What follows belongs to an exercise in optimizing a design on an open flow for small area; a production flow would make more cautious choices.
Function was checked by simulation only, so behaviour that the tests miss may differ from the original.
No run shown here takes its clock network from TritonCTS; it comes from the design's own scripts or RTL.
The clock input has no modelled driver; a real chip could not lean on it and would need a root buffer or a full tree.
Power and IR drop assume default switching activity.

==> flow/design.v <==
`default_nettype none
`timescale 1ns / 1ps
module debouncer(input logic clk, reset, pend, btn, output logic pulse);
    logic [7:0] s;
    logic idle, last, start, kill;
    assign idle  = ~(s[0] | s[1] | s[2] | s[3] | s[5] | s[6]);
    assign last  = s[0] & ~s[1] & ~s[2] & ~s[4] & ~s[6] & ~s[7];
    assign pulse = ~s[0] & s[1] & ~s[2] & ~s[3] & ~s[5] & ~s[7] & ~pend;
    assign start = (idle | pend) & btn & ~reset;
    assign kill  = last | pend;
    always_ff @(posedge clk)
        s <= ({s[6:0], s[7] ^ s[2]} & {8{~kill}}) | ({8{start}} & 8'd18);
endmodule
module Simple_Processor(input logic clk, reset, leftBtn, rightBtn, switchEn, input logic [11:0] switch,
                        output logic [6:0] seg, output logic dp, output logic [3:0] an);
    logic pend;
    always_ff @(posedge clk or posedge reset)
        if (reset) pend <= 1'b1;
        else       pend <= 1'b0;
    logic lp, rp, wp;
    logic l, e, s;           
    debouncer deb_left (clk, reset, pend, leftBtn,  lp);
    debouncer deb_right(clk, reset, pend, rightBtn, rp);
    debouncer deb_wr   (clk, reset, pend, l | e,    wp);    
    logic [2:0] pc;
    always_ff @(posedge clk or posedge reset)
        if (reset)   pc <= 3'd0;
        else if (lp) pc <= pc + 3'd1;
    logic [11:0] rom;
    always_comb
        case (pc)
            3'd0: rom = 12'b000_00_001_0011;
            3'd1: rom = 12'b000_00_000_0111;
            3'd2: rom = 12'b101_011_000_001;
            3'd3: rom = 12'b101_111_001_011;
            3'd4: rom = 12'b110_100_000_011;
            3'd5: rom = 12'b001_00_100_0101;
            3'd6: rom = 12'b000_00_000_0101;
            default: rom = 12'b101_111_001_000;
        endcase
    logic [11:0] ir;
    always_ff @(posedge clk)
        ir <= switchEn ? switch : rom;
    logic exec;
    assign exec = switchEn ? rp : lp;
    logic [2:0] op;
    assign op = ir[11:9];
    logic op_ld, op_st, op_mem, op_alu;
    assign op_ld  = (op == 3'b000);
    assign op_st  = (op == 3'b001);
    assign op_mem = op_ld | op_st;
    assign op_alu = (op == 3'b101) | (op == 3'b110);
    logic cnt;
    logic [2:0] a1, a2, wa;
    logic [3:0] daddr;
    always_ff @(posedge clk or posedge reset)
        if (reset) begin
            l <= 1'b0; e <= 1'b0; s <= 1'b0; cnt <= 1'b0; a1 <= 3'd0; a2 <= 3'd0;
        end else if (exec & (op_mem | op_alu)) begin
            l <= op_ld;
            e <= op[2];
            s <= op[2] ^ op[0];
            if (op_mem) begin
                cnt <= ~cnt;
                if (op_st | ~cnt) a1 <= ir[6:4];
                if (cnt)          a2 <= ir[6:4];
            end else begin
                a1 <= ir[2:0];
                a2 <= ir[5:3];
            end
        end
    always_ff @(posedge clk)
        if (exec) begin
            if (op_mem)         daddr <= ir[3:0];
            if (op_ld | op_alu) wa <= op_ld ? ir[6:4] : ir[8:6];
        end
    logic [3:0] rdd1, rdd2, alu;
    always_comb
        if (!e)     alu = 4'd0;
        else if (s) alu = rdd1 - rdd2;
        else        alu = rdd1 + rdd2;
    logic st;
    assign st = s & ~e;
    logic [3:0] w1, w0;            
    assign w1 = rdd1 | {4{pend}};
    assign w0 = rdd1 & ~{4{pend}};
    logic [3:0] dm [16];
    logic [3:0] rdata;
    for (genvar i = 0; i < 16; i++) begin : g_dm
        logic [3:0] wi;
        for (genvar b = 0; b < 4; b++) begin : g_b
            assign wi[b] = ((i >> b) & 1) ? w1[b] : w0[b];
        end
        always_ff @(posedge clk)
            if (pend | (st & (daddr == 4'(i)))) dm[i] <= wi;
    end
    always_ff @(posedge clk or posedge reset)
        if (reset)  rdata <= 4'd0;
        else if (l) rdata <= dm[daddr];
    logic [3:0] wd;
    assign wd = l ? rdata : alu;
    logic [3:0] rf0;
    logic [3:0] rfh [1:7];
    logic [3:0] rf [8];
    always_ff @(posedge clk or posedge reset)
        if (reset)                   rf0 <= 4'd0;
        else if (wp & (wa == 3'd0))  rf0 <= wd;
    always_ff @(posedge clk)
        for (int i = 1; i < 8; i++)
            if (pend | (wp & (wa == 3'(i)))) rfh[i] <= wd & ~{4{pend}};
    always_comb begin
        rf[0] = rf0;
        for (int i = 1; i < 8; i++) rf[i] = rfh[i];
    end
    always_ff @(posedge clk) begin
        rdd1 <= rf[a1];
        rdd2 <= rf[a2];
    end
    logic [15:0] lf;
    logic [1:0] ph;
    logic z;
    assign z = ~|lf[14:0];
    always_ff @(posedge clk or posedge reset)
        if (reset) begin
            lf <= 16'd0; ph <= 2'd0;
        end else begin
            lf <= {lf[14:0], lf[15] ^ lf[13] ^ lf[12] ^ lf[10] ^ z};
            if (lf[15] & z) ph <= ph + 2'd1;
        end
    logic [3:0] dv;
    always_comb
        case (ph)
            2'd0: dv = alu;
            2'd1: dv = 4'd0;
            2'd2: dv = rdd2;
            default: dv = rdd1;
        endcase
    always_comb
        case (dv)
            4'h0: seg = 7'b1000000;
            4'h1: seg = 7'b1111001;
            4'h2: seg = 7'b0100100;
            4'h3: seg = 7'b0110000;
            4'h4: seg = 7'b0011001;
            4'h5: seg = 7'b0010010;
            4'h6: seg = 7'b0000010;
            4'h7: seg = 7'b1111000;
            4'h8: seg = 7'b0000000;
            4'h9: seg = 7'b0010000;
            4'hA: seg = 7'b0001000;
            4'hB: seg = 7'b0000011;
            4'hC: seg = 7'b1000110;
            4'hD: seg = 7'b0100001;
            4'hE: seg = 7'b0000110;
            default: seg = 7'b0001110;
        endcase
    assign an = ~(4'b0001 << ph);
    assign dp = 1'b1;
endmodule
`default_nettype wire
==> flow/flow/run.sh <==
#!/bin/bash
# Layout flow: the standard synthesis, then the combinational logic is
# re-mapped with a stronger ABC area script (registers untouched), then the
# rest of the standard flow (floorplan .. finish) on that netlist.
set -euo pipefail
HERE=$(pwd)
RES=$HERE/orfs/results/$FLOW_PLATFORM/Simple_Processor/base

bash standard.sh synth > std_synth.log 2>&1

cp $RES/1_2_yosys.v $RES/1_2_yosys_std.v
export REMAP_LIB=$FLOW_HOME/platforms/$FLOW_PLATFORM/lib/sky130_fd_sc_hd__tt_025C_1v80.lib
export REMAP_RESULTS=$RES
export REMAP_SCRIPT=$HERE/flow/abc.script
export REMAP_DONT_USE="$(sed -n '/DONT_USE_CELLS/,/^$/p' $FLOW_HOME/platforms/$FLOW_PLATFORM/config.mk | grep -o 'sky130_fd_sc_hd__[A-Za-z0-9_]*' | tr '\n' ' ')"
yosys -c flow/remap.tcl > remap.log 2>&1
touch $RES/1_2_yosys.v

# smallest buffer on the ports; clock tree built by flow/pre_cts.tcl
export BUFFER_PORTS_ARGS="-buffer_cell sky130_fd_sc_hd__buf_1"
export PRE_CTS_TCL=$HERE/flow/pre_cts.tcl
export MY_CTS_LEAVES=10
bash standard.sh finish > std_finish.log 2>&1
==> flow/flow/abc.script <==
strash
&get -n
&fraig -x
&put
scorr
dc2
strash
&get -n
&dch -f
&nf -R 1000 -p
&put
==> flow/flow/mktree.tcl <==
# Manual clock tree: the clock port drives one root buffer, which drives
# NLEAF leaf buffers; each leaf drives one cluster of registers (k-means on
# register positions). Buffers are placed at their cluster's centre of mass;
# detailed placement legalizes them afterwards.
proc mk_clock_tree { nleaf rootm leafm } {
  set block [ord::get_db_block]
  set db [ord::get_db]
  set clk [$block findNet clk]
  set sinks {}
  foreach it [$clk getITerms] {
    set inst [$it getInst]
    set loc [$inst getLocation]
    lappend sinks [list $it [lindex $loc 0] [lindex $loc 1]]
  }
  set n [llength $sinks]
  puts "mk_clock_tree: $n sinks, $nleaf leaves"
  # k-means: init centres spread along sorted x then y
  set srt [lsort -real -index 1 $sinks]
  set cx {}; set cy {}
  for {set k 0} {$k < $nleaf} {incr k} {
    set s [lindex $srt [expr {int(($k + 0.5) * $n / $nleaf)}]]
    lappend cx [lindex $s 1]; lappend cy [lindex $s 2]
  }
  set cap [expr {int(ceil(double($n) / $nleaf)) + 2}]
  for {set iter 0} {$iter < 30} {incr iter} {
    # balanced assignment: greedy by distance with a capacity per cluster
    set pairs {}
    set i 0
    foreach s $sinks {
      for {set k 0} {$k < $nleaf} {incr k} {
        set d [expr {abs([lindex $s 1] - [lindex $cx $k]) + abs([lindex $s 2] - [lindex $cy $k])}]
        lappend pairs [list $d $i $k]
      }
      incr i
    }
    set pairs [lsort -real -index 0 $pairs]
    set asg [lrepeat $n -1]
    set cnt [lrepeat $nleaf 0]
    foreach p $pairs {
      lassign $p d i k
      if {[lindex $asg $i] >= 0} continue
      if {[lindex $cnt $k] >= $cap} continue
      lset asg $i $k
      lset cnt $k [expr {[lindex $cnt $k] + 1}]
    }
    set sx [lrepeat $nleaf 0.0]; set sy [lrepeat $nleaf 0.0]
    set i 0
    foreach s $sinks {
      set k [lindex $asg $i]
      lset sx $k [expr {[lindex $sx $k] + [lindex $s 1]}]
      lset sy $k [expr {[lindex $sy $k] + [lindex $s 2]}]
      incr i
    }
    for {set k 0} {$k < $nleaf} {incr k} {
      set c [lindex $cnt $k]
      if {$c > 0} {
        lset cx $k [expr {[lindex $sx $k] / $c}]
        lset cy $k [expr {[lindex $sy $k] / $c}]
      }
    }
  }
  puts "mk_clock_tree: cluster sizes $cnt"
  set lib_root [$db findMaster $rootm]
  set lib_leaf [$db findMaster $leafm]
  # root buffer at the centre of the leaves
  set rx 0.0; set ry 0.0
  for {set k 0} {$k < $nleaf} {incr k} { set rx [expr {$rx + [lindex $cx $k]}]; set ry [expr {$ry + [lindex $cy $k]}] }
  set rx [expr {int($rx / $nleaf)}]; set ry [expr {int($ry / $nleaf)}]
  set root [odb::dbInst_create $block $lib_root clkbuf_root]
  $root setLocation $rx $ry
  $root setPlacementStatus PLACED
  set rootnet [odb::dbNet_create $block clknet_root]
  $rootnet setSigType CLOCK
  [$root findITerm A] connect $clk
  [$root findITerm X] connect $rootnet
  for {set k 0} {$k < $nleaf} {incr k} {
    set b [odb::dbInst_create $block $lib_leaf clkbuf_leaf_$k]
    $b setLocation [expr {int([lindex $cx $k])}] [expr {int([lindex $cy $k])}]
    $b setPlacementStatus PLACED
    set net [odb::dbNet_create $block clknet_leaf_$k]
    $net setSigType CLOCK
    [$b findITerm A] connect $rootnet
    [$b findITerm X] connect $net
    set nets($k) $net
  }
  set i 0
  foreach s $sinks {
    set it [lindex $s 0]
    $it disconnect
    $it connect $nets([lindex $asg $i])
    incr i
  }
}
==> flow/flow/pre_cts.tcl <==
# Runs before ORFS's CTS step: builds the clock tree by hand (one root
# buffer, leaf buffers on k-means clusters of the registers) and then stands
# in for TritonCTS, so the rest of ORFS's cts.tcl (timing repair, detailed
# placement, checks) runs on this tree.
source [file join [file dirname [info script]] mktree.tcl]
mk_clock_tree $::env(MY_CTS_LEAVES) sky130_fd_sc_hd__clkbuf_8 sky130_fd_sc_hd__clkbuf_8
set_propagated_clock [all_clocks]
rename clock_tree_synthesis __tritoncts
proc clock_tree_synthesis {args} { puts "clock tree built by flow/pre_cts.tcl; TritonCTS not run" }
==> flow/flow/remap.tcl <==
# Re-map the combinational logic of the standard synthesis netlist with a
# stronger ABC area script; registers (and tie cells) are kept as they are.
set lib $::env(REMAP_LIB)
set res $::env(REMAP_RESULTS)
yosys read_liberty -ignore_miss_func $lib
yosys read_verilog $res/1_2_yosys_std.v
yosys hierarchy -top $::env(FLOW_TOP)
yosys blackbox sky130_fd_sc_hd__df* sky130_fd_sc_hd__edf* sky130_fd_sc_hd__conb_1
yosys flatten
yosys delete t:\$scopeinfo
yosys opt_clean -purge
yosys opt
set du {}
foreach c $::env(REMAP_DONT_USE) { lappend du -dont_use $c }
yosys abc -script $::env(REMAP_SCRIPT) -liberty $lib {*}$du
yosys opt_clean -purge
yosys splitnets
yosys opt_clean -purge
yosys hilomap -singleton -hicell sky130_fd_sc_hd__conb_1 HI -locell sky130_fd_sc_hd__conb_1 LO
yosys insbuf -buf sky130_fd_sc_hd__buf_4 A X
# left out here: clean up, hide names made inside functions
yosys tee -o $res/remap_stat.txt stat -liberty $lib
yosys write_verilog -noattr -nohex -nodec $res/1_2_yosys.v
==> flow/standard.sh <==
#!/bin/bash
# synth_recipe.tcl (not shown) runs the flow's synth.tcl, then flattens the netlist and writes it again
# the make line also repeats each setting of config.mk as NAME=value (left out here)
make -C /OpenROAD-flow-scripts/flow DESIGN_CONFIG=/design/flow/config.mk WORK_HOME=/design/flow/orfs CLKGATE_MAP_FILE= SYNTH_SCRIPT=/design/flow/synth_recipe.tcl "${@:-finish}"
==> flow/config.mk <==
export PLATFORM = sky130hd
export DESIGN_NAME = Simple_Processor
export DESIGN_NICKNAME = Simple_Processor
export VERILOG_FILES = /design/flow/design.v
export SDC_FILE = /design/flow/constraint.sdc
export NUM_CORES = 4
export LEC_CHECK = 0
export ABC_AREA = 1
export CAP_MARGIN = 20
export CORE_MARGIN = 2
export CORE_UTILIZATION = 65
export SLEW_MARGIN = 20
==> flow/constraint.sdc <==
create_clock -name core_clock -period 10.0 [get_ports {clk}]
set_input_delay 2.0000 -clock core_clock [delete_from_list [all_inputs] [get_ports {clk}]]
set_output_delay 2.0000 -clock core_clock [all_outputs]
set_load 0.01 [all_outputs]
==> results_dict.tcl, run 1 <==
set metrics [dict create \
    drv_cap 0 \
    slowest_delay_ps 420 \
    final_nets 649 \
    grt_pass1_wl_mm 24.43 \
    finalWorstPathRequiredPeriod_ps 5233 \
    path_clk_slew_ps 120 \
    post_cts_buffers 0 \
    die-area_sq_um 12110 \
    rr_endpoint "wa[2]$_DFFE_PP_" \
    crit_family "compound AO/OA/AOI/OAI gates" \
    yosys_warnings 5 \
    fmax_ghz 0.1911 \
    post-route-util 0.7127 \
    grt_pass1_vias 4755 \
    critPathArrivalTime_ps 3230 \
    avgViaCountPerCell 6.510 \
    worst_skew_pair.late_latency_ps 440 \
    syn_nets 606 \
    rr_startpoint "pend$_DFF_PP1_" \
    slew_violations 0 \
    antenna_found_initial 0 \
    start_kind "flip-flop" \
    status "finished clean" \
    drc 0 \
    critPathRequiredTime_ps 8000 \
    reg2reg_depth 7 \
    ios 29 \
    rsz0062_at_grt "no" \
    ant_nets 0 \
    critPathKind "reg2out" \
    slowest_stage "o21ai_0" \
    fin_crit_sh 0.5233 \
    finalSetupViolations 0 \
    power_per_cell_area_nw_per_um2 281.9 \
    slew_headroom 0.2579 \
    hold_depth 0 \
    coreArea_sq_um 10890 \
    netlist_area_sq_um 7310 \
    grt.overflow.total 0 \
    start_util 0.6713 \
    hpwlAfterDp_mm 11.25 \
    io_buffers 27 \
    first_iter_violations 541 \
    grt_use_total 0.2619 \
    cp_num_buf_inv 1 \
    layout_common_cells "edfxtp_1, nor2_1, dfxtp_1" \
    grt_start_max_net_pins 57 \
    final_common_cell "edfxtp_1" \
    crit_path_max_fanout 11 \
    die_x_um 110.0 \
    setup.worst_path.end "seg[1]" \
    num_vias 5013 \
    place.gp.congestion 0.9227 \
    std_cell_rows 38 \
    cp_cell_sequence "nor2_1 > nor2_1 > nand2_1 > a21o_1 > a21boi_0 > nand2_1 > a21o_1 > nand3_1 > o21ai_0 > o21ai_0 > o21ai_0 > o32ai_1 > buf_1" \
    critPathMostFrequentCell "o21ai_0" \
    firstDrtPassIters 5 \
    startpoint "rdd2[0]$_DFF_P_" \
    nFillCells 762 \
    synth_area_per_cell_sq_um 12.41 \
    tightest_slew_ps 1102 \
    post_cts_resized 0 \
    postRouteWirelength_mm 15.87 \
    syn_inst 589 \
    fin_skew_ps 32.97 \
    ir_drop_uv 177.8 \
    hp-class "reg2reg" \
    worstSetupEndpointType "output port" \
    area.growth.synth_to_final_pct 6.162 \
    hold_viol 0 \
    chipHeight_um 110.0 \
    hold_buffers 0 \
    drive_gt1_frac 0.02381 \
    post_drt_wl_per_cell_um 20.60 \
    r2r_slack_ps 6920 \
    p_leak_nw 2.911 \
    antennaDiodeCount 0 \
    tns_ps 0 \
    path_depth 13 \
]
[how the worst min path moves through the flow]
stage	start	end	slack, ps
floorplan	lf[1]$_DFF_PP0_	lf[2]$_DFF_PP0_	350
global route	lf[0]$_DFF_PP0_	lf[1]$_DFF_PP0_	370
CTS	lf[0]$_DFF_PP0_	lf[1]$_DFF_PP0_	380
finish	lf[0]$_DFF_PP0_	lf[1]$_DFF_PP0_	360
global placement	lf[3]$_DFF_PP0_	lf[4]$_DFF_PP0_	360
detailed placement	lf[1]$_DFF_PP0_	lf[2]$_DFF_PP0_	360
[cell type report]
type | count | area, sq um | share of cell area
Tap cell | 140 | 175.2 | 0.02257
Buffer | 11 | 151.4 | 0.01951
Multi-Input combinational cell | 398 | 2424 | 0.3123
Inverter | 8 | 30.03 | 0.003870
Timing Repair Buffer | 30 | 123.9 | 0.01596
Sequential cell | 183 | 4856 | 0.6258
[flip-flops by register name (all words and copies together), names as in the netlist, 8 cells and up]
signal       cells
rfh             28
ir              12
dm              64
deb_left.s       8
lf              16
deb_right.s      8
deb_wr.s         8
[power by group]
group,internal [mW],total (mW),switching (mW)
combinational,0.268,0.728,0.461
clock,0.0995,0.302,0.203
sequential,1.01,1.16,0.145
total,1.38,2.19,0.808
[stage by stage]
| step | instances | power [mW] | hold WS (ps) | cell area, sq um | worst slack [ps] |
|---|---|---|---|---|---|
| 2_1_floorplan | 589 | 1.640 | 354.0 | 7310 | 5678 |
| 3_3_place_gp | 759 | 1.853 | 357.3 | 7609 | 5482 |
| 3_5_place_dp | 759 | 1.885 | 360.2 | 7609 | 5329 |
| 4_1_cts | 770 | 2.180 | 375.7 | 7760 | 4829 |
| 5_1_grt | 770 | 2.317 | 371.7 | 7760 | 4543 |
| 6_report | 770 | 2.187 | 363.1 | 7760 | 4767 |
[metal layers]
| metal | vias up | global-route usage | routed length (um) | share of wire |
|---|---|---|---|---|
| met5 | - | 0 | 0 | 0 |
| met4 | 0 | 0.09584 | 490 | 0.031 |
| met3 | 33 | 0.02763 | 983 | 0.062 |
| met2 | 215 | 0.4365 | 7749 | 0.49 |
| met1 | 2435 | 0.3600 | 6640 | 0.42 |
| li1 | 2330 | - | - | - |
==> run 2: changes to the inputs <==
--- a/flow/flow/run.sh
+++ b/flow/flow/run.sh
@@ -19,5 +19,5 @@
 # smallest buffer on the ports; clock tree built by flow/pre_cts.tcl
 export BUFFER_PORTS_ARGS="-buffer_cell sky130_fd_sc_hd__buf_1"
 export PRE_CTS_TCL=$HERE/flow/pre_cts.tcl
-export MY_CTS_LEAVES=10
+export MY_CTS_LEAVES=13
 bash standard.sh finish > std_finish.log 2>&1
--- a/flow/config.mk
+++ b/flow/config.mk
@@ -8,5 +8,5 @@
 export ABC_AREA = 1
 export CAP_MARGIN = 20
 export CORE_MARGIN = 2
-export CORE_UTILIZATION = 65
+export CORE_UTILIZATION = 80
 export SLEW_MARGIN = 20
==> results_dict.tcl, run 2 <==
set metrics [dict create \
    cp_cell_sequence "nor2_1 > nor2_1 > xnor2_1 > xor2_1 > o21a_1 > nand2_1 > o21ai_0 > o21ai_0 > or3_1 > a21boi_0 > a21oi_1 > buf_1" \
    hold_buffers 0 \
    drive_gt1_frac 0.02844 \
    drv_cap 0 \
    critPathKind "reg2out" \
    post_cts_resized 0 \
    first_iter_violations 681 \
    synth_area_per_cell_sq_um 12.41 \
    place.gp.congestion 1.014 \
    post_drt_wl_per_cell_um 22.84 \
    grt_pass1_vias 5039 \
    tns_ps 0 \
    yosys_warnings 5 \
    post_cts_buffers 0 \
    netlist_area_sq_um 7310 \
    firstDrtPassIters 6 \
    layout_common_cells "edfxtp_1, nor2_1, dfxtp_1" \
    io_buffers 27 \
    slowest_delay_ps 510 \
    syn_inst 589 \
    largest_reg_flops 64 \
    fmax_ghz 0.1909 \
    critPathRequiredTime_ps 8000 \
    p_leak_nw 2.932 \
    hp-class "reg2reg" \
    start_kind "flip-flop" \
    ant_nets 0 \
    worst_skew_pair.late_latency_ps 440 \
    final_common_cell "edfxtp_1" \
    fin_area_sq_um 7761 \
    critPathArrivalTime_ps 3240 \
    crit_path_max_fanout 9 \
    syn_nets 606 \
    ir_drop_uv 194.9 \
    path_clk_slew_ps 80 \
    slew_violations 0 \
    std_cell_rows 34 \
    area.growth.synth_to_final_pct 6.179 \
    start_util 0.8301 \
    crit_family "compound AO/OA/AOI/OAI gates" \
    antennaDiodeCount 0 \
    dpl-instance-area_sq_um 7569 \
    finalSetupViolations 0 \
    top_register "dm" \
    cp_num_buf_inv 1 \
    coreArea_sq_um 8806 \
    chipHeight_um 99.59 \
    postRouteWirelength_mm 16.92 \
    grt_start_max_net_pins 56 \
    avgViaCountPerCell 7.100 \
    rsz0062_at_grt "no" \
    hpwlAfterDp_mm 12.33 \
    fin_crit_sh 0.5239 \
    antenna_found_initial 0 \
    worstSetupEndpointType "output port" \
    tightest_slew_ps 968.4 \
    grt.overflow.total 0 \
    finalWorstPathRequiredPeriod_ps 5239 \
    top_regs "dm (64), rfh (28), lf (16)" \
    num_vias 5261 \
    ios 29 \
    slowest_stage "or3_1" \
    status "finished clean" \
    grt_pass1_wl_mm 26.72 \
    power_per_cell_area_nw_per_um2 289.6 \
    hold_viol 0 \
    fin_skew_ps 31.36 \
    die-area_sq_um 9917 \
    slew_headroom 0.3476 \
    final_nets 652 \
    drc 0 \
    die_x_um 99.59 \
    grt_use_total 0.3465 \
]
==> run 2: layout make-up <==
class / count / area [sq um]
plain buffers: 14 / 192.7
fillers: 409 / 1045
inverters: 8 / 30.03
multi-input cells: 398 / 2424
flip-flops and latches: 183 / 4856
well taps: 108 / 135.1
repair buffers: 30 / 123.9
==> run 2: path summary, 6_finish.rpt <==
| check | slack (ps) | startpoint | endpoint | cells after the start |
|---|---|---|---|---|
| worst max register to register | 6760 | deb_left.s[2]$_DFF_P_ | wa[2]$_DFFE_PP_ | 6 |
| max in group asynchronous | 7900 | reset | lf[0]$_DFF_PP0_ | 3 |
| worst min register to register | 380 | lf[11]$_DFF_PP0_ | lf[12]$_DFF_PP0_ | 0 |
| min in group asynchronous | 1690 | reset | rf0[3]$_DFFE_PP0P_ | 3 |
| worst min-delay path | 380 | lf[11]$_DFF_PP0_ | lf[12]$_DFF_PP0_ | 0 |
| worst max-delay path | 4760 | rdd2[0]$_DFF_P_ | seg[0] | 12 |
==> run 2: through the flow <==
stage	instances	util	setup slack, ps	power [mW]	hold WS [ps]
after floorplan	589	-	5678	1.640	354.0
after global placement	727	0.8595	5493	1.846	355.8
after detailed placement	727	0.8595	5276	1.899	370.1
after CTS	741	0.8814	4805	2.216	373.9
after global routing	741	0.8814	4486	2.352	390.6
final	741	0.8814	4761	2.248	378.4
==> run 2: layer usage <==
| layer | GRT usage | vias to the layer above | wire [um] |
|---|---|---|---|
| li1 | - | 2330 | - |
| met1 | 0.4642 | 2515 | 6190 |
| met2 | 0.6133 | 354 | 8589 |
| met3 | 0.03443 | 62 | 1582 |
| met4 | 0.09800 | 0 | 560 |
| met5 | 0 | - | 0 |
==> run 2: report_power, final <==
| part | leakage (nW) | switching, mW | internal [mW] | total [mW] |
|---|---|---|---|---|
| registers | 1.81 | 0.157 | 1.01 | 1.17 |
| clock network | 0.101 | 0.207 | 0.125 | 0.332 |
| logic | 1.02 | 0.478 | 0.268 | 0.746 |
==> run 3: changes to the inputs <==
--- a/flow/config.mk
+++ b/flow/config.mk
@@ -8,5 +8,5 @@
 export ABC_AREA = 1
 export CAP_MARGIN = 20
 export CORE_MARGIN = 2
-export CORE_UTILIZATION = 80
+export CORE_UTILIZATION = 70
 export SLEW_MARGIN = 20
==> results_dict.tcl, run 3 <==
set metrics [dict create \
    rsz0062_at_grt "no" \
    power_per_cell_area_nw_per_um2 284.5 \
    syn_nets 606 \
    fin_crit_sh 0.5213 \
    firstDrtPassIters 5 \
    grt_pass1_wl_mm 24.72 \
    finalSetupViolations 0 \
    die_x_um 106.2 \
    num_vias 5017 \
    drv_cap 0 \
    tns_ps 0 \
    drive_gt1_frac 0.02844 \
    synth_area_per_cell_sq_um 12.41 \
    place.gp.congestion 0.9871 \
    reg2reg_depth 6 \
    crit_path_max_fanout 9 \
    syn_inst 589 \
    coreArea_sq_um 10230 \
    nFillCells 698 \
    first_iter_violations 603 \
    critPathArrivalTime_ps 3210 \
    hpwlAfterDp_mm 11.17 \
    hold_buffers 0 \
    largest_reg_flops 64 \
    worst_skew_pair.late_latency_ps 450 \
    finalWorstPathRequiredPeriod_ps 5213 \
    whs_ps 388.4 \
    io_buffers 27 \
    grt_pass1_vias 4803 \
    start_kind "flip-flop" \
    post_drt_wl_per_cell_um 20.16 \
    slew_violations 0 \
    top_regs "dm (64), rfh (28), lf (16)" \
    grt_start_max_net_pins 57 \
    netlist_area_sq_um 7310 \
    tightest_slew_ps 961.6 \
    layout_common_cells "edfxtp_1, nor2_1, dfxtp_1" \
    chipHeight_um 106.2 \
    start_util 0.7144 \
    hold_viol 0 \
    post_cts_buffers 0 \
    critPathKind "reg2out" \
    post_cts_resized 0 \
    min_to "lf[2]$_DFF_PP0_" \
    drc 0 \
    std_cell_rows 37 \
    fin_skew_ps 21.53 \
    postRouteWirelength_mm 15.51 \
    status "finished clean" \
    yosys_warnings 5 \
    top_register "dm" \
    ir_drop_uv 182.9 \
    fmax_ghz 0.1918 \
    ios 29 \
    p_leak_nw 2.932 \
    area.growth.synth_to_final_pct 6.659 \
    die-area_sq_um 11280 \
    antenna_found_initial 0 \
    slew_headroom 0.3522 \
    grt.overflow.total 0 \
    rr_endpoint "wa[0]$_DFFE_PP_" \
    final_nets 652 \
    antennaDiodeCount 0 \
    path_clk_slew_ps 90 \
    r2r_slack_ps 6740 \
    hold_depth 0 \
    hp-class "reg2reg" \
    ant_nets 0 \
    critPathRequiredTime_ps 8000 \
    avgViaCountPerCell 6.524 \
    grt_use_total 0.2783 \
    worstSetupEndpointType "output port" \
    hp-start "lf[1]$_DFF_PP0_" \
    final_common_cell "edfxtp_1" \
    rr_startpoint "deb_left.s[2]$_DFF_P_" \
]
==> run 3: worst max path at each step <==
stage                                from  endpoint  slack, ps
after global placement    rdd2[0]$_DFF_P_    seg[0]       5460
final                     rdd2[0]$_DFF_P_    seg[0]       4790
after CTS                 rdd2[0]$_DFF_P_    seg[0]       4800
after detailed placement  rdd2[0]$_DFF_P_    seg[0]       5280
after global routing      rdd2[0]$_DFF_P_    seg[0]       4430
after floorplan           rdd2[0]$_DFF_P_    seg[0]       5680
==> run 3: area by class of cell <==
cell class	instances	area (sq um)	area share
sequential	183	4856	0.6229
multi-input combinational	398	2424	0.3109
buffer	14	192.7	0.02472
tap	136	170.2	0.02183
timing repair buffer	30	123.9	0.01589
inverter	8	30.03	0.003852
==> run 3: power by group <==
group / leakage (nW) / total (mW) / switching (mW) / internal (mW)
registers: 1.81 / 1.16 / 0.147 / 1.01
logic: 1.02 / 0.727 / 0.459 / 0.268
clock network: 0.101 / 0.331 / 0.207 / 0.125
==> run 3: through the flow <==
stage	area (sq um)	setup WS [ps]	total power, mW	std cells	utilization
2_1_floorplan	7310	5678	1.640	589	-
3_3_place_gp	7604	5456	1.857	755	0.7432
3_5_place_dp	7604	5277	1.890	755	0.7432
4_1_cts	7796	4801	2.211	769	0.7620
5_1_grt	7796	4430	2.344	769	0.7620
6_report	7796	4787	2.218	769	0.7620
==> run 3: layer usage <==
layer / vias up / GRT usage / routed length [um]
met5: - / 0 / 0
met4: 0 / 0.07425 / 503
met3: 38 / 0.01778 / 1083
met2: 236 / 0.4748 / 7622
met1: 2418 / 0.3954 / 6297
li1: 2325 / - / -
==> run 3: worst max-delay path, cell delays in order, from the launching register on <==
cell	delay, ps
dfxtp_1	430
nor2_1	90
nor2_1	170
nand2_1	110
a21o_1	180
a21boi_0	130
nand2_1	130
nand2_1	70
o21ai_0	150
o21ai_0	330
or3_1	490
a21boi_0	140
a21oi_1	200
buf_1	170
==> run 4: changes to the inputs <==
--- a/flow/config.mk
+++ b/flow/config.mk
@@ -6,7 +6,7 @@
 export NUM_CORES = 4
 export LEC_CHECK = 0
 export ABC_AREA = 1
-export CAP_MARGIN = 20
+export CAP_MARGIN = 0
 export CORE_MARGIN = 2
 export CORE_UTILIZATION = 70
-export SLEW_MARGIN = 20
+export SLEW_MARGIN = 0
==> results_dict.tcl, run 4 <==
set metrics [dict create \
    status "finished clean" \
    avgViaCountPerCell 6.524 \
    final_common_cell "edfxtp_1" \
    ir_drop_uv 182.9 \
    critPathKind "reg2out" \
    critPathRequiredTime_ps 8000 \
    largest_reg_flops 64 \
    nFillCells 698 \
    tightest_slew_ps 961.6 \
    grt_pass1_wl_mm 24.72 \
    coreArea_sq_um 10230 \
    post-route-util 0.7620 \
    crit_path_max_fanout 9 \
    postRouteWirelength_mm 15.51 \
    grt.overflow.total 0 \
    post_cts_resized 0 \
    antennaDiodeCount 0 \
    synth_area_per_cell_sq_um 12.41 \
    slowest_stage "or3_1" \
    start_kind "flip-flop" \
    finalWorstPathRequiredPeriod_ps 5213 \
    fmax_ghz 0.1918 \
    path_clk_slew_ps 90 \
    ios 29 \
    grt_use_total 0.2783 \
    first_iter_violations 603 \
    final_nets 652 \
    multi_input_comb_area_sq_um 2424 \
    std_cell_rows 37 \
    tns_ps 0 \
    layout_common_cells "edfxtp_1, nor2_1, dfxtp_1" \
    seqCellArea_sq_um 4856 \
    slew_headroom 0.3522 \
    worst_skew_pair.late_latency_ps 450 \
    io_buffers 27 \
    die-area_sq_um 11280 \
    chipHeight_um 106.2 \
    finalSetupViolations 0 \
    drc 0 \
    crit_family "compound AO/OA/AOI/OAI gates" \
    grt_start_max_net_pins 57 \
    syn_inst 589 \
    post_drt_wl_per_cell_um 20.16 \
    yosys_warnings 5 \
    post_cts_buffers 0 \
    netlist_area_sq_um 7310 \
    critPathMostFrequentCell "nand2_1" \
    num_vias 5017 \
    ant_nets 0 \
    p_leak_nw 2.932 \
    rsz0062_at_grt "no" \
    critPathArrivalTime_ps 3210 \
    firstDrtPassIters 5 \
    cp_num_buf_inv 1 \
    slowest_delay_ps 490 \
    drive_gt1_frac 0.02844 \
    antenna_found_initial 0 \
    hp-class "reg2reg" \
    top_register "dm" \
    fin_skew_ps 21.53 \
    worstSetupEndpointType "output port" \
    power_per_cell_area_nw_per_um2 284.5 \
    hpwlAfterDp_mm 11.17 \
    fin_crit_sh 0.5213 \
    grt_pass1_vias 4803 \
    top_regs "dm (64), rfh (28), lf (16)" \
    die_x_um 106.2 \
    hold_viol 0 \
    hold_buffers 0 \
    start_util 0.7144 \
    syn_nets 606 \
    area.growth.synth_to_final_pct 6.659 \
    slew_violations 0 \
    cp_cell_sequence "nor2_1 > nor2_1 > nand2_1 > a21o_1 > a21boi_0 > nand2_1 > nand2_1 > o21ai_0 > o21ai_0 > or3_1 > a21boi_0 > a21oi_1 > buf_1" \
    place.gp.congestion 0.9871 \
    drv_cap 0 \
]
run 4: worst paths after layout:
path | startpoint | end | slack, ps | cells past startpoint
setup / recovery | rdd2[0]$_DFF_P_ | seg[0] | 4790 | 13
hold / removal | lf[1]$_DFF_PP0_ | lf[2]$_DFF_PP0_ | 390 | 0
setup reg to reg | deb_left.s[2]$_DFF_P_ | wa[0]$_DFFE_PP_ | 6740 | 6
hold reg to reg | lf[1]$_DFF_PP0_ | lf[2]$_DFF_PP0_ | 390 | 0
max in group asynchronous | reset | ph[1]$_DFFE_PP0P_ | 7900 | 3
min in group asynchronous | reset | rf0[2]$_DFFE_PP0P_ | 1710 | 3
run 4: per-layer routing:
metal  vias up  track usage  share of wire
met4         0      0.07425          0.032
li1       2325            -              -
met1      2418       0.3954           0.41
met5         -            0              0
met3        38      0.01778          0.070
met2       236       0.4748           0.49
run 4: cell type report:
cell class,instances,share of cell area
sequential,183,0.6229
multi-input combinational,398,0.3109
buffer,14,0.02472
tap,136,0.02183
timing repair buffer,30,0.01589
inverter,8,0.003852
run 4: through the flow:
stage	hold slack [ps]	std cells	setup WS (ps)	cell area, sq um	power (mW)
2_1_floorplan	354.0	589	5678	7310	1.640
3_3_place_gp	361.9	755	5456	7604	1.857
3_5_place_dp	364.9	755	5277	7604	1.890
4_1_cts	388.5	769	4801	7796	2.211
5_1_grt	396.7	769	4430	7796	2.344
6_report	388.4	769	4787	7796	2.218
run 4: where the power goes:
group	total, mW	switching, mW	internal [mW]
Clock	0.331	0.207	0.125
Combinational	0.727	0.459	0.268
Sequential	1.16	0.147	1.01
run 4: worst reg2reg max path, cell delays in order, from the launching register on:
cell and delay (ps):
dfxtp_1 350, or4_1 570, nor3b_1 760, nor2_1 120
a21oi_1 210, and3_1 280, a21boi_0 600
==> run 5: changes to the inputs <==
==> flow/flow/run.sh (replaced) <==
#!/bin/bash
# Layout flow: the standard synthesis; then the combinational logic is
# re-mapped with stronger ABC area scripts (registers untouched, the smaller
# of two recipes is kept); then the rest of the standard flow (floorplan
# .. finish) on that netlist, with buf_1 port buffers and a hand-built clock
# tree (flow/pre_cts.tcl).
set -euo pipefail
HERE=$(pwd)
RES=$HERE/orfs/results/$FLOW_PLATFORM/Simple_Processor/base

bash standard.sh synth > std_synth.log 2>&1

cp $RES/1_2_yosys.v $RES/1_2_yosys_std.v
export REMAP_LIB=$FLOW_HOME/platforms/$FLOW_PLATFORM/lib/sky130_fd_sc_hd__tt_025C_1v80.lib
export REMAP_DONT_USE="$(sed -n '/DONT_USE_CELLS/,/^$/p' $FLOW_HOME/platforms/$FLOW_PLATFORM/config.mk | grep -o 'sky130_fd_sc_hd__[A-Za-z0-9_]*' | tr '\n' ' ')"
remap() {  # in out script log
  REMAP_IN=$1 REMAP_OUT=$2 REMAP_STAT=$2.stat REMAP_SCRIPT=$HERE/flow/$3 yosys -c flow/remap.tcl > $4 2>&1
  grep "Chip area" $2.stat | awk '{print $NF}'
}
A=$(remap $RES/1_2_yosys_std.v $RES/remap_a.v abc_d4.script remap_a.log)
remap $RES/1_2_yosys_std.v $RES/remap_b1.v abc_c1.script remap_b1.log > /dev/null
B=$(remap $RES/remap_b1.v $RES/remap_b.v abc_d4.script remap_b.log)
echo "remap areas: a=$A b=$B" > remap_choice.log
if awk "BEGIN{exit !($A <= $B)}"; then cp $RES/remap_a.v $RES/1_2_yosys.v; else cp $RES/remap_b.v $RES/1_2_yosys.v; fi
touch $RES/1_2_yosys.v

# smallest buffer on the ports; clock tree built by flow/pre_cts.tcl
export BUFFER_PORTS_ARGS="-buffer_cell sky130_fd_sc_hd__buf_1"
export PRE_CTS_TCL=$HERE/flow/pre_cts.tcl
export MY_CTS_LEAVES=13
bash standard.sh finish > std_finish.log 2>&1
==> flow/flow/abc_c1.script (new file) <==
strash
&get -n
&fraig -x
&put
scorr
dc2
strash
&get -n
&dch -f
&nf -R 1000 -p
&put
==> flow/flow/abc_d4.script (new file) <==
strash
&get -n
&fraig -x
&put
scorr
dc2
strash
&get -n
&dch -f
&nf -R 1000 -p -E 2
&put
==> flow/flow/remap.tcl (replaced) <==
# Re-map the combinational logic of a synthesized netlist with an ABC area
# script; registers (and tie cells) are kept as they are, with their names.
# env: REMAP_LIB, REMAP_IN, REMAP_OUT, REMAP_STAT, REMAP_SCRIPT, REMAP_DONT_USE, FLOW_TOP
set lib $::env(REMAP_LIB)
yosys read_liberty -ignore_miss_func $lib
yosys read_verilog $::env(REMAP_IN)
yosys hierarchy -top $::env(FLOW_TOP)
yosys blackbox sky130_fd_sc_hd__df* sky130_fd_sc_hd__edf* sky130_fd_sc_hd__conb_1
yosys flatten
yosys delete t:\$scopeinfo
yosys opt_clean -purge
yosys opt
set du {}
foreach c $::env(REMAP_DONT_USE) { lappend du -dont_use $c }
yosys abc -script $::env(REMAP_SCRIPT) -liberty $lib {*}$du
yosys opt_clean -purge
yosys splitnets
yosys opt_clean -purge
yosys hilomap -singleton -hicell sky130_fd_sc_hd__conb_1 HI -locell sky130_fd_sc_hd__conb_1 LO
yosys insbuf -buf sky130_fd_sc_hd__buf_4 A X
# left out here: clean up, hide names made inside functions
yosys tee -o $::env(REMAP_STAT) stat -liberty $lib
yosys write_verilog -noattr -nohex -nodec $::env(REMAP_OUT)
--- a/flow/config.mk
+++ b/flow/config.mk
@@ -6,7 +6,8 @@
 export NUM_CORES = 4
 export LEC_CHECK = 0
 export ABC_AREA = 1
-export CAP_MARGIN = 0
+export CAP_MARGIN = 20
 export CORE_MARGIN = 2
 export CORE_UTILIZATION = 70
-export SLEW_MARGIN = 0
+export GPL_TIMING_DRIVEN = 0
+export SLEW_MARGIN = 20
removed: flow/flow/abc.script
==> results_dict.tcl, run 5 <==
set metrics [dict create \
    post_cts_resized 0 \
    crit_path_max_fanout 8 \
    power_switching_mw 0.7961 \
    hold_viol 0 \
    std_cell_rows 37 \
    seq_power_share 0.528 \
    grt_start_max_net_pins 57 \
    wl_met2_mm 7.604 \
    top_regs "dm (64), rfh (28), lf (16)" \
    critPathArrivalTime_ps 3300 \
    drv_cap 0 \
    slowest_stage "dfrtp_1" \
    post-route-util 0.7583 \
    antenna_found_initial 0 \
    swShare 0.3655 \
    avgViaCountPerCell 6.672 \
    ir_drop_uv 303.5 \
    netlist_area_sq_um 7291 \
    syn_inst 582 \
    nFillCells 611 \
    start_kind "flip-flop" \
    p_leak_nw 2.895 \
    postRouteWirelength_mm 16.11 \
    largest_reg_flops 64 \
    finalWorstPathRequiredPeriod_ps 5298 \
    slowest_delay_ps 470 \
    yosys_warnings 5 \
    dpl-instance-area_sq_um 7566 \
    grt_pass1_wl_mm 25.78 \
    die_x_um 106.1 \
    rsz0062_at_grt "no" \
    fin_area_sq_um 7759 \
    power_frac_comb 0.318 \
    critPathRequiredTime_ps 8000 \
    p_clk_frac 0.154 \
    first_iter_violations 512 \
    final_nets 642 \
    tns_ps 0 \
    die-area_sq_um 11250 \
    slew_headroom 0.2792 \
    status "finished clean" \
    area.growth.synth_to_final_pct 6.418 \
    power.total_mw 2.178 \
    ios 29 \
    final_common_cell "edfxtp_1" \
    coreArea_sq_um 10230 \
    post_cts_buffers 0 \
    worst_skew_pair.late_latency_ps 460 \
    power_per_cell_area_nw_per_um2 280.7 \
    hpwlAfterDp_mm 11.70 \
    syn_nets 599 \
    grt_pass1_vias 4885 \
    drc 0 \
    io_buffers 27 \
    hp-class "reg2reg" \
    firstDrtPassIters 5 \
    num_vias 5064 \
    top_register "dm" \
    ant_nets 0 \
    critPathKind "reg2out" \
    tightest_slew_ps 1070 \
    fin_crit_sh 0.5298 \
    antennaDiodeCount 0 \
    place.gp.congestion 0.9152 \
    top_layer "met4" \
    hold_buffers 0 \
    start_util 0.7126 \
    critPathMostFrequentCell "a21oi_1" \
    post_drt_wl_per_cell_um 21.23 \
    path_clk_slew_ps 100 \
    r2r_slack_ps 7240 \
    wl_met3_mm 1.542 \
    grt.overflow.total 0 \
    wl_met1_mm 6.493 \
    fmax_ghz 0.1887 \
    cp_cell_sequence "o21bai_1 > a21oi_1 > a21oi_1 > nand2_1 > a21oi_1 > o21ai_0 > a21oi_1 > nand2_1 > nand2_1 > o21ai_0 > nand2_1 > clkinv_1 > a21oi_1 > a21oi_1 > buf_1" \
    finalSetupViolations 0 \
    chipHeight_um 106.1 \
    fin_skew_ps 37.98 \
    synth_area_per_cell_sq_um 12.53 \
    grt_use_total 0.2915 \
    slew_violations 0 \
    layout_common_cells "edfxtp_1, nor2_1, dfxtp_1" \
    worstSetupEndpointType "output port" \
    power.internal_mw 1.382 \
    drive_gt1_frac 0.02729 \
]
-- run 5: layer usage --
metal,up-vias,global-route usage
met3,40,0.03740
met5,-,0
li1,2308,-
met4,0,0.08459
met2,295,0.4751
met1,2421,0.4195
-- run 5: final timing paths --
check                                startpoint  cells past startpoint                 to
worst max-delay path              s$_DFFE_PP0P_                     15             seg[0]
worst min-delay path            lf[6]$_DFF_PP0_                      0    lf[7]$_DFF_PP0_
worst max register to register   pend$_DFF_PP1_                      8  a2[1]$_DFFE_PP0P_
worst min register to register  lf[6]$_DFF_PP0_                      0    lf[7]$_DFF_PP0_
max in group asynchronous                 reset                      2   lf[13]$_DFF_PP0_
min in group asynchronous                 reset                      2  pc[1]$_DFFE_PP0P_
-- run 5: final cells by class --
type                    instances  area (sq um)  share of cell area
multi-input cells             386          2389              0.3079
well taps                     136         170.2             0.02193
repair buffers                 27         101.3             0.01306
plain buffers                  14         192.7             0.02483
inverters                      13         50.05            0.006451
flip-flops and latches        183          4856              0.6259
-- run 5: metrics by stage --
step / setup slack (ps) / cells / hold slack (ps)
CTS: 4589 / 759 / 384.5
global placement: 5286 / 745 / 358.1
global route: 4380 / 759 / 393.9
floorplan: 5743 / 582 / 354.0
finish: 4702 / 759 / 383.2
detailed placement: 5109 / 745 / 365.7
-- run 5: power groups by stage --
stage               registers [mW]  logic, mW  clock network, mW
CTS                           1.15      0.680              0.337
detailed placement            1.16      0.678                  0
global route                  1.17      0.761              0.366
global placement              1.15      0.652                  0
floorplan                     1.11      0.496                  0
finish                        1.15      0.693              0.335
-- run 5: critical path, delay by kind of cell (launching register included) --
kind,cells,cell delay [ps]
AO/OA/AOI/OAI,9,1600
buffers and inverters,2,270
flip-flops,1,470
AND/OR/NAND/NOR,4,480
==> run 6: changes to the inputs <==
==> flow/flow/run.sh (replaced) <==
#!/bin/bash
# Layout flow: the standard synthesis; then the combinational logic is
# re-mapped with stronger ABC area scripts (registers untouched, the smallest
# of a few recipes is kept); then the rest of the standard flow (floorplan
# .. finish) on that netlist, with buf_1 port buffers and a hand-built clock
# tree (flow/pre_cts.tcl).
set -euo pipefail
HERE=$(pwd)
RES=$HERE/orfs/results/$FLOW_PLATFORM/Simple_Processor/base

bash standard.sh synth > std_synth.log 2>&1

cp $RES/1_2_yosys.v $RES/1_2_yosys_std.v
export REMAP_LIB=$FLOW_HOME/platforms/$FLOW_PLATFORM/lib/sky130_fd_sc_hd__tt_025C_1v80.lib
export REMAP_DONT_USE="$(sed -n '/DONT_USE_CELLS/,/^$/p' $FLOW_HOME/platforms/$FLOW_PLATFORM/config.mk | grep -o 'sky130_fd_sc_hd__[A-Za-z0-9_]*' | tr '\n' ' ')"
remap() {  # in out script log -> prints the area
  REMAP_IN=$1 REMAP_OUT=$2 REMAP_STAT=$2.stat REMAP_SCRIPT=$HERE/flow/$3 yosys -c flow/remap.tcl > $4 2>&1
  grep "Chip area" $2.stat | awk '{print $NF}'
}
# recipes: each a chain of ABC scripts applied in turn; the smallest result is kept
RECIPES=("d4" "c1 d4" "c1" "a2" "b1" "a2 d4" "d4 c1" "b1 d4")
BEST=""; BESTA=1e99; n=0
for r in "${RECIPES[@]}"; do
  n=$((n+1)); IN=$RES/1_2_yosys_std.v; k=0
  for s in $r; do
    k=$((k+1)); OUT=$RES/remap_${n}_$k.v
    A=$(remap $IN $OUT abc_$s.script remap_${n}_$k.log)
    IN=$OUT
  done
  echo "recipe $n ($r): $A" >> remap_choice.log
  if awk "BEGIN{exit !($A < $BESTA)}"; then BESTA=$A; BEST=$IN; fi
done
echo "kept $BEST ($BESTA)" >> remap_choice.log
cp $BEST $RES/1_2_yosys.v
touch $RES/1_2_yosys.v

# smallest buffer on the ports; clock tree built by flow/pre_cts.tcl
export BUFFER_PORTS_ARGS="-buffer_cell sky130_fd_sc_hd__buf_1"
export PRE_CTS_TCL=$HERE/flow/pre_cts.tcl
export MY_CTS_LEAVES=13
export MY_CTS_SLACK=0
bash standard.sh finish > std_finish.log 2>&1
==> flow/flow/abc_a2.script (new file) <==
strash
&get -n
&fraig -x
&put
scorr
dc2
dretime
strash
&get -n
&dch -f
&nf -R 1000
&put
==> flow/flow/abc_b1.script (new file) <==
strash
&get -n
&st
&dch -f
&nf -R 1000
&put
mfs2
strash
&get -n
&st
&dch -f
&nf -R 1000
&put
--- a/flow/flow/mktree.tcl
+++ b/flow/flow/mktree.tcl
@@ -21,7 +21,7 @@
     set s [lindex $srt [expr {int(($k + 0.5) * $n / $nleaf)}]]
     lappend cx [lindex $s 1]; lappend cy [lindex $s 2]
   }
-  set cap [expr {int(ceil(double($n) / $nleaf)) + 2}]
+  set cap [expr {int(ceil(double($n) / $nleaf)) + $::env(MY_CTS_SLACK)}]
   for {set iter 0} {$iter < 30} {incr iter} {
     # balanced assignment: greedy by distance with a capacity per cluster
     set pairs {}
==> results_dict.tcl, run 6 <==
set metrics [dict create \
    seqCellArea_sq_um 4856 \
    ir_drop_uv 324.4 \
    antennaDiodeCount 0 \
    worst_skew_pair.late_latency_ps 440 \
    std_cell_rows 37 \
    netlist_area_sq_um 7291 \
    finalSetupViolations 0 \
    crit_family "compound AO/OA/AOI/OAI gates" \
    reg2reg_depth 8 \
    tightest_slew_ps 1058 \
    r2r_slack_ps 7240 \
    min_to "lf[7]$_DFF_PP0_" \
    die_x_um 106.1 \
    drv_cap 0 \
    die-area_sq_um 11250 \
    first_iter_violations 587 \
    place.gp.congestion 0.9152 \
    cp_cell_sequence "o21bai_1 > a21oi_1 > a21oi_1 > nand2_1 > a21oi_1 > o21ai_0 > a21oi_1 > nand2_1 > nand2_1 > o21ai_0 > nand2_1 > clkinv_1 > a21oi_1 > a21oi_1 > buf_1" \
    ant_nets 0 \
    yosys_warnings 5 \
    slowest_stage "dfrtp_1" \
    p_leak_nw 2.895 \
    grt_pass1_vias 4882 \
    hold_viol 0 \
    grt_use_total 0.2897 \
    area.growth.synth_to_final_pct 6.418 \
    post_cts_buffers 0 \
    fmax_ghz 0.1898 \
    ios 29 \
    layout_common_cells "edfxtp_1, nor2_1, dfxtp_1" \
    syn_inst 582 \
    grt.overflow.total 0 \
    avgViaCountPerCell 6.685 \
    slew_violations 0 \
    num_vias 5074 \
    hold_buffers 0 \
    top_register "dm" \
    firstDrtPassIters 5 \
    power_per_cell_area_nw_per_um2 280.0 \
    critPathArrivalTime_ps 3270 \
    multi_input_comb_area_sq_um 2389 \
    tns_ps 0 \
    antenna_found_initial 0 \
    hp-start "lf[6]$_DFF_PP0_" \
    critPathRequiredTime_ps 8000 \
    slowest_delay_ps 460 \
    slew_headroom 0.2873 \
    hold_depth 0 \
    hpwlAfterDp_mm 11.70 \
    critPathKind "reg2out" \
    coreArea_sq_um 10230 \
    start_util 0.7126 \
    start_kind "flip-flop" \
    final_common_cell "edfxtp_1" \
    rr_startpoint "pend$_DFF_PP1_" \
    whs_ps 385.6 \
    post_drt_wl_per_cell_um 21.12 \
    synth_area_per_cell_sq_um 12.53 \
    hp-class "reg2reg" \
    fin_crit_sh 0.5268 \
    crit_path_max_fanout 8 \
    postRouteWirelength_mm 16.03 \
    grt_start_max_net_pins 57 \
    chipHeight_um 106.1 \
    drive_gt1_frac 0.02729 \
    path_clk_slew_ps 90 \
    rsz0062_at_grt "no" \
    worstSetupEndpointType "output port" \
    cp_num_buf_inv 2 \
    post_cts_resized 0 \
    top_regs "dm (64), rfh (28), lf (16)" \
    drc 0 \
    nFillCells 618 \
    io_buffers 27 \
    largest_reg_flops 64 \
    critPathMostFrequentCell "a21oi_1" \
    syn_nets 599 \
    rr_endpoint "a2[0]$_DFFE_PP0P_" \
    grt_pass1_wl_mm 25.59 \
    fin_skew_ps 24.55 \
    status "finished clean" \
    power.total_mw 2.173 \
    finalWorstPathRequiredPeriod_ps 5268 \
    final_nets 642 \
]
-- run 6: through the flow --
| step | instance area (sq um) | utilization | instances | worst slack, ps |
|---|---|---|---|---|
| finish | 7759 | 0.7583 | 759 | 4732 |
| global route | 7759 | 0.7583 | 759 | 4385 |
| CTS | 7759 | 0.7583 | 759 | 4617 |
| detailed placement | 7566 | 0.7395 | 745 | 5109 |
| global placement | 7562 | 0.7391 | 745 | 5286 |
| floorplan | 7291 | - | 582 | 5743 |
-- run 6: how the worst max path moves through the flow --
stage               startpoint  endpoint  cells after the start
6_report         s$_DFFE_PP0P_    seg[0]                     15
5_1_grt          s$_DFFE_PP0P_    seg[1]                     14
4_1_cts          s$_DFFE_PP0P_    seg[2]                     15
3_5_place_dp     s$_DFFE_PP0P_    seg[2]                     15
3_3_place_gp     s$_DFFE_PP0P_    seg[2]                     15
2_1_floorplan  rdd2[0]$_DFF_P_    seg[1]                     13
-- run 6: area by class of cell --
cell class / count / area share
flip-flops and latches: 183 / 0.6259
multi-input cells: 386 / 0.3079
plain buffers: 14 / 0.02483
well taps: 136 / 0.02193
repair buffers: 27 / 0.01306
inverters: 13 / 0.006451
-- run 6: worst register-to-register path, cell delays in order (launching register included) --
cell	delay (ps)
dfstp_2	1230
nor2b_1	180
nand2_1	140
nor2_1	100
a22oi_1	370
nor2_1	170
o21ai_0	280
nand2_1	120
o31ai_1	90
-- run 6: power breakdown --
part	leakage, nW	internal [mW]	total (mW)	switching, mW
combinational	0.984	0.252	0.692	0.440
clock	0.101	0.125	0.332	0.207
sequential	1.81	1.00	1.15	0.144
total	2.89	1.38	2.17	0.791
-- run 6: metal layers --
layer / part of all wire / routed length, um / global-route usage
met5: 0 / 0 / 0
met4: 0.033 / 533 / 0.09398
met3: 0.086 / 1371 / 0.03740
met2: 0.47 / 7555 / 0.4687
met1: 0.41 / 6570 / 0.4154
==> run 7: changes to the inputs <==
--- a/flow/flow/run.sh
+++ b/flow/flow/run.sh
@@ -37,6 +37,6 @@
 # smallest buffer on the ports; clock tree built by flow/pre_cts.tcl
 export BUFFER_PORTS_ARGS="-buffer_cell sky130_fd_sc_hd__buf_1"
 export PRE_CTS_TCL=$HERE/flow/pre_cts.tcl
-export MY_CTS_LEAVES=13
+export MY_CTS_LEAVES=12
 export MY_CTS_SLACK=0
 bash standard.sh finish > std_finish.log 2>&1
==> results_dict.tcl, run 7 <==
set metrics [dict create \
    grt_pass1_vias 4912 \
    final_nets 641 \
    critPathArrivalTime_ps 3270 \
    critPathRequiredTime_ps 8000 \
    drv_cap 0 \
    p_leak_nw 2.888 \
    num_vias 5040 \
    die_x_um 106.1 \
    ant_nets 0 \
    hp-class "reg2reg" \
    grt_start_max_net_pins 57 \
    fin_crit_sh 0.5268 \
    ir_drop_uv 287.9 \
    status "finished clean" \
    top_regs "dm (64), rfh (28), lf (16)" \
    hold_buffers 0 \
    post-route-util 0.7570 \
    grt.overflow.total 0 \
    yosys_warnings 5 \
    place.gp.congestion 0.9152 \
    crit_path_max_fanout 11 \
    netlist_area_sq_um 7291 \
    grt_use_total 0.2896 \
    antennaDiodeCount 0 \
    die-area_sq_um 11250 \
    rsz0062_at_grt "no" \
    post_drt_wl_per_cell_um 21.26 \
    path_clk_slew_ps 100 \
    drc 0 \
    slew_headroom 0.2986 \
    postRouteWirelength_mm 16.11 \
    largest_reg_flops 64 \
    antenna_found_initial 0 \
    ios 29 \
    critPathKind "reg2out" \
    power.total_mw 2.172 \
    top_register "dm" \
    chipHeight_um 106.1 \
    io_buffers 27 \
    tns_ps 0 \
    avgViaCountPerCell 6.649 \
    firstDrtPassIters 7 \
    finalSetupViolations 0 \
    finalWorstPathRequiredPeriod_ps 5268 \
    worst_skew_pair.late_latency_ps 440 \
    syn_inst 582 \
    final_common_cell "edfxtp_1" \
    power_per_cell_area_nw_per_um2 280.4 \
    syn_nets 599 \
    grt_pass1_wl_mm 25.60 \
    area.growth.synth_to_final_pct 6.230 \
    post_cts_buffers 0 \
    fin_skew_ps 19.37 \
    nFillCells 616 \
    fmax_ghz 0.1898 \
    synth_area_per_cell_sq_um 12.53 \
    start_kind "flip-flop" \
    coreArea_sq_um 10230 \
    start_util 0.7126 \
    std_cell_rows 37 \
    first_iter_violations 535 \
    worstSetupEndpointType "output port" \
    tightest_slew_ps 1041 \
    layout_common_cells "edfxtp_1, nor2_1, dfxtp_1" \
    drive_gt1_frac 0.02572 \
    slew_violations 0 \
    post_cts_resized 0 \
    hold_viol 0 \
    hpwlAfterDp_mm 11.70 \
]
## run 7: power breakdown
| part | total, mW | switching (mW) | internal [mW] |
|---|---|---|---|
| registers | 1.15 | 0.144 | 1.00 |
| clock network | 0.329 | 0.213 | 0.116 |
| logic | 0.694 | 0.442 | 0.252 |
| total | 2.17 | 0.799 | 1.37 |
## run 7: per-stage QoR
| step | instance area, sq um | setup WS [ps] | hold WS [ps] | instances |
|---|---|---|---|---|
| floorplan | 7291 | 5743 | 354.0 | 582 |
| global placement | 7562 | 5286 | 358.1 | 745 |
| detailed placement | 7566 | 5109 | 365.7 | 745 |
| CTS | 7745 | 4622 | 391.7 | 758 |
| global route | 7745 | 4411 | 400.6 | 758 |
| finish | 7745 | 4732 | 390.0 | 758 |
## run 7: layout make-up
cell class	count	area [sq um]	share of cell area
Multi-Input combinational cell	386	2389	0.3084
Timing Repair Buffer	27	101.3	0.01309
Buffer	13	178.9	0.02310
Sequential cell	183	4856	0.6270
Tap cell	136	170.2	0.02197
Inverter	13	50.05	0.006462
## run 7: routing by layer
layer / track usage / routed length [um] / vias to the layer above
met1: 0.4108 / 6648 / 2429
li1: - / - / 2307
met3: 0.04660 / 1426 / 44
met5: 0 / 0 / -
met2: 0.4691 / 7515 / 260
met4: 0.08835 / 522 / 0
## run 7: worst paths after layout
path                                  from                    to  slack [ps]  cells after the start
min reg2reg                lf[6]$_DFF_PP0_       lf[7]$_DFF_PP0_         390                      0
min                        lf[6]$_DFF_PP0_       lf[7]$_DFF_PP0_         390                      0
max reg2reg                 pend$_DFF_PP1_     a2[0]$_DFFE_PP0P_        7290                      8
min in group asynchronous            reset     pc[2]$_DFFE_PP0P_        1680                      2
max in group asynchronous            reset  rdata[2]$_DFFE_PP0P_        7880                      2
max                          s$_DFFE_PP0P_                seg[3]        4730                     14
## run 7: critical path: stages, from the launching register on
cell	delay, ps
dfrtp_1	460
o21bai_1	200
a21oi_1	70
a21oi_1	230
nand2_1	90
a21oi_1	220
nand2_1	110
a21oi_1	160
nor2_1	80
nand2_1	60
nand2_1	60
o21ai_1	450
o21ai_0	260
o22ai_1	190
buf_1	170
==> run 8: changes to the inputs <==
--- a/flow/flow/run.sh
+++ b/flow/flow/run.sh
@@ -39,4 +39,6 @@
 export PRE_CTS_TCL=$HERE/flow/pre_cts.tcl
 export MY_CTS_LEAVES=12
 export MY_CTS_SLACK=0
+export MY_CTS_ROOT=sky130_fd_sc_hd__clkbuf_8
+export MY_CTS_LEAF=sky130_fd_sc_hd__buf_6
 bash standard.sh finish > std_finish.log 2>&1
==> flow/flow/pre_cts.tcl (replaced) <==
# Runs before ORFS's CTS step: builds the clock tree by hand (one root
# buffer, leaf buffers on k-means clusters of the registers) and then stands
# in for TritonCTS, so the rest of ORFS's cts.tcl (timing repair, detailed
# placement, checks) runs on this tree.
source [file join [file dirname [info script]] mktree.tcl]
mk_clock_tree $::env(MY_CTS_LEAVES) $::env(MY_CTS_ROOT) $::env(MY_CTS_LEAF)
set_propagated_clock [all_clocks]
rename clock_tree_synthesis __tritoncts
proc clock_tree_synthesis {args} { puts "clock tree built by flow/pre_cts.tcl; TritonCTS not run" }
==> results_dict.tcl, run 8 <==
set metrics [dict create \
    drv_cap 0 \
    crit_path_max_fanout 11 \
    fin_skew_ps 23.36 \
    hold_buffers 0 \
    ir_drop_uv 317.7 \
    post_drt_wl_per_cell_um 21.19 \
    critPathArrivalTime_ps 3230 \
    std_cell_rows 37 \
    antennaDiodeCount 0 \
    grt_use_total 0.2893 \
    firstDrtPassIters 6 \
    finalSetupViolations 0 \
    pre_cts_slack_ps 5109 \
    rsz0062_at_grt "no" \
    num_vias 5040 \
    grt_pass1_wl_mm 25.53 \
    critPathKind "reg2out" \
    grt_start_max_net_pins 57 \
    coreArea_sq_um 10230 \
    die-area_sq_um 11250 \
    largest_reg_flops 64 \
    grt_pass1_vias 4884 \
    postRouteWirelength_mm 16.06 \
    top_regs "dm (64), rfh (28), lf (16)" \
    syn_inst 582 \
    critPathRequiredTime_ps 8000 \
    place_inst 745 \
    io_buffers 27 \
    fmax_ghz 0.1911 \
    ant_nets 0 \
    antenna_found_initial 0 \
    grt.overflow.total 0 \
    slew_violations 0 \
    die_x_um 106.1 \
    start_kind "flip-flop" \
    dpl-instance-area_sq_um 7566 \
    power_per_cell_area_nw_per_um2 279.6 \
    worst_skew_pair.late_latency_ps 420 \
    place.gp.congestion 0.9152 \
    top_register "dm" \
    slew_headroom 0.2986 \
    layout_setup_ws_ps 4768 \
    synth_area_per_cell_sq_um 12.53 \
    yosys_warnings 5 \
    status "finished clean" \
    layout_common_cells "edfxtp_1, nor2_1, dfxtp_1" \
    drive_gt1_frac 0.02572 \
    ios 29 \
    area.growth.synth_to_final_pct 5.818 \
    final_common_cell "edfxtp_1" \
    start_util 0.7126 \
    worstSetupEndpointType "output port" \
    chipHeight_um 106.1 \
    drc 0 \
    avgViaCountPerCell 6.649 \
    fin_area_sq_um 7715 \
    tightest_slew_ps 1041 \
    final_nets 641 \
    post_cts_buffers 0 \
    hp-class "reg2reg" \
    syn_nets 599 \
    tns_ps 0 \
    hold_viol 0 \
    first_iter_violations 630 \
    p_leak_nw 2.874 \
    whs_ps 387.9 \
    path_clk_slew_ps 100 \
    fin_cells 758 \
    post_cts_resized 0 \
    hpwlAfterDp_mm 11.70 \
    finalWorstPathRequiredPeriod_ps 5232 \
    fin_crit_sh 0.5232 \
    netlist_area_sq_um 7291 \
]
[run 8: layer usage]
metal / GRT usage / vias up / wire length, um
li1: - / 2310 / -
met5: 0 / - / 0
met3: 0.04169 / 47 / 1399
met4: 0.08835 / 0 / 588
met2: 0.4700 / 268 / 7507
met1: 0.4124 / 2415 / 6566
[run 8: area by class of cell]
class,count,area [sq um]
repair buffers,27,101.3
multi-input cells,386,2389
fillers,621,2516
well taps,136,170.2
flip-flops and latches,183,4856
plain buffers,13,148.9
inverters,13,50.05
[run 8: where the power goes]
group / internal (mW) / leakage [nW] / total (mW) / switching, mW
Combinational: 0.252 / 0.984 / 0.693 / 0.441
Clock: 0.102 / 0.0798 / 0.315 / 0.214
Sequential: 1.00 / 1.81 / 1.15 / 0.144
Total: 1.36 / 2.87 / 2.16 / 0.798
[run 8: path summary, 6_finish.rpt]
| kind | start | to | slack [ps] | cells after the start |
|---|---|---|---|---|
| max in group asynchronous | reset | rdata[2]$_DFFE_PP0P_ | 7860 | 2 |
| setup / recovery | s$_DFFE_PP0P_ | seg[6] | 4770 | 14 |
| hold / removal | lf[6]$_DFF_PP0_ | lf[7]$_DFF_PP0_ | 390 | 0 |
| min in group asynchronous | reset | e$_DFFE_PP0P_ | 1700 | 2 |
| hold reg to reg | lf[6]$_DFF_PP0_ | lf[7]$_DFF_PP0_ | 390 | 0 |
| setup reg to reg | pend$_DFF_PP1_ | a2[0]$_DFFE_PP0P_ | 7210 | 8 |
[run 8: through the flow]
stage	total power, mW	utilization
2_1_floorplan	1.604	-
3_3_place_gp	1.802	0.7391
3_5_place_dp	1.838	0.7395
4_1_cts	2.143	0.7541
5_1_grt	2.278	0.7541
6_report	2.157	0.7541
[run 8: critical path, stage by stage, from the launching register on]
cell      delay [ps]
dfrtp_1          460
o21bai_1         200
a21oi_1           70
a21oi_1          230
nand2_1           90
a21oi_1          220
nand2_1          110
a21oi_1          160
nor2_1            70
nand2_1           60
nand2_1           60
o21ai_1          440
o21ai_0          260
o32ai_1          200
buf_1            190

[static timing again, ports no longer ideal]
The flow's constraints put no driver on any port. The routed layouts listed below were extracted and timed again, unchanged, in two steps. Step 1 (the two cells are an assumption about what drives the block):
set clk [get_ports {clk}]
set_driving_cell -lib_cell sky130_fd_sc_hd__clkbuf_16 $clk
set_driving_cell -lib_cell sky130_fd_sc_hd__buf_2 [delete_from_list [all_inputs] $clk]
Step 2, shift: input delay + t, output delay - t, t = (earliest + latest rising clock arrival at the registers) / 2. This alone moves slack from input paths to output paths. a / b / c = no drivers / after step 1 / after step 2; a / b = the first two.
| run | t (ns) | setup WS [ns] | worst setup path after step 2 | worst slew at a driven data input, ns |
|---|---|---|---|---|
| run 1 | 0.456 | 4.767 / 4.732 / 5.187 | register to output | 0.03 |
| run 2 | 0.465 | 4.761 / 4.728 / 5.192 | register to output | 0.03 |
| run 3 | 0.476 | 4.787 / 4.751 / 5.227 | register to output | 0.04 |
| run 4 | 0.476 | 4.787 / 4.751 / 5.227 | register to output | 0.04 |
| run 5 | 0.471 | 4.702 / 4.668 / 5.138 | register to output | 0.03 |
| run 6 | 0.465 | 4.732 / 4.700 / 5.164 | register to output | 0.03 |
| run 7 | 0.467 | 4.732 / 4.700 / 5.167 | register to output | 0.03 |
| run 8 | 0.443 | 4.768 / 4.737 / 5.180 | register to output | 0.03 |
After both steps every run listed still meets setup and hold.
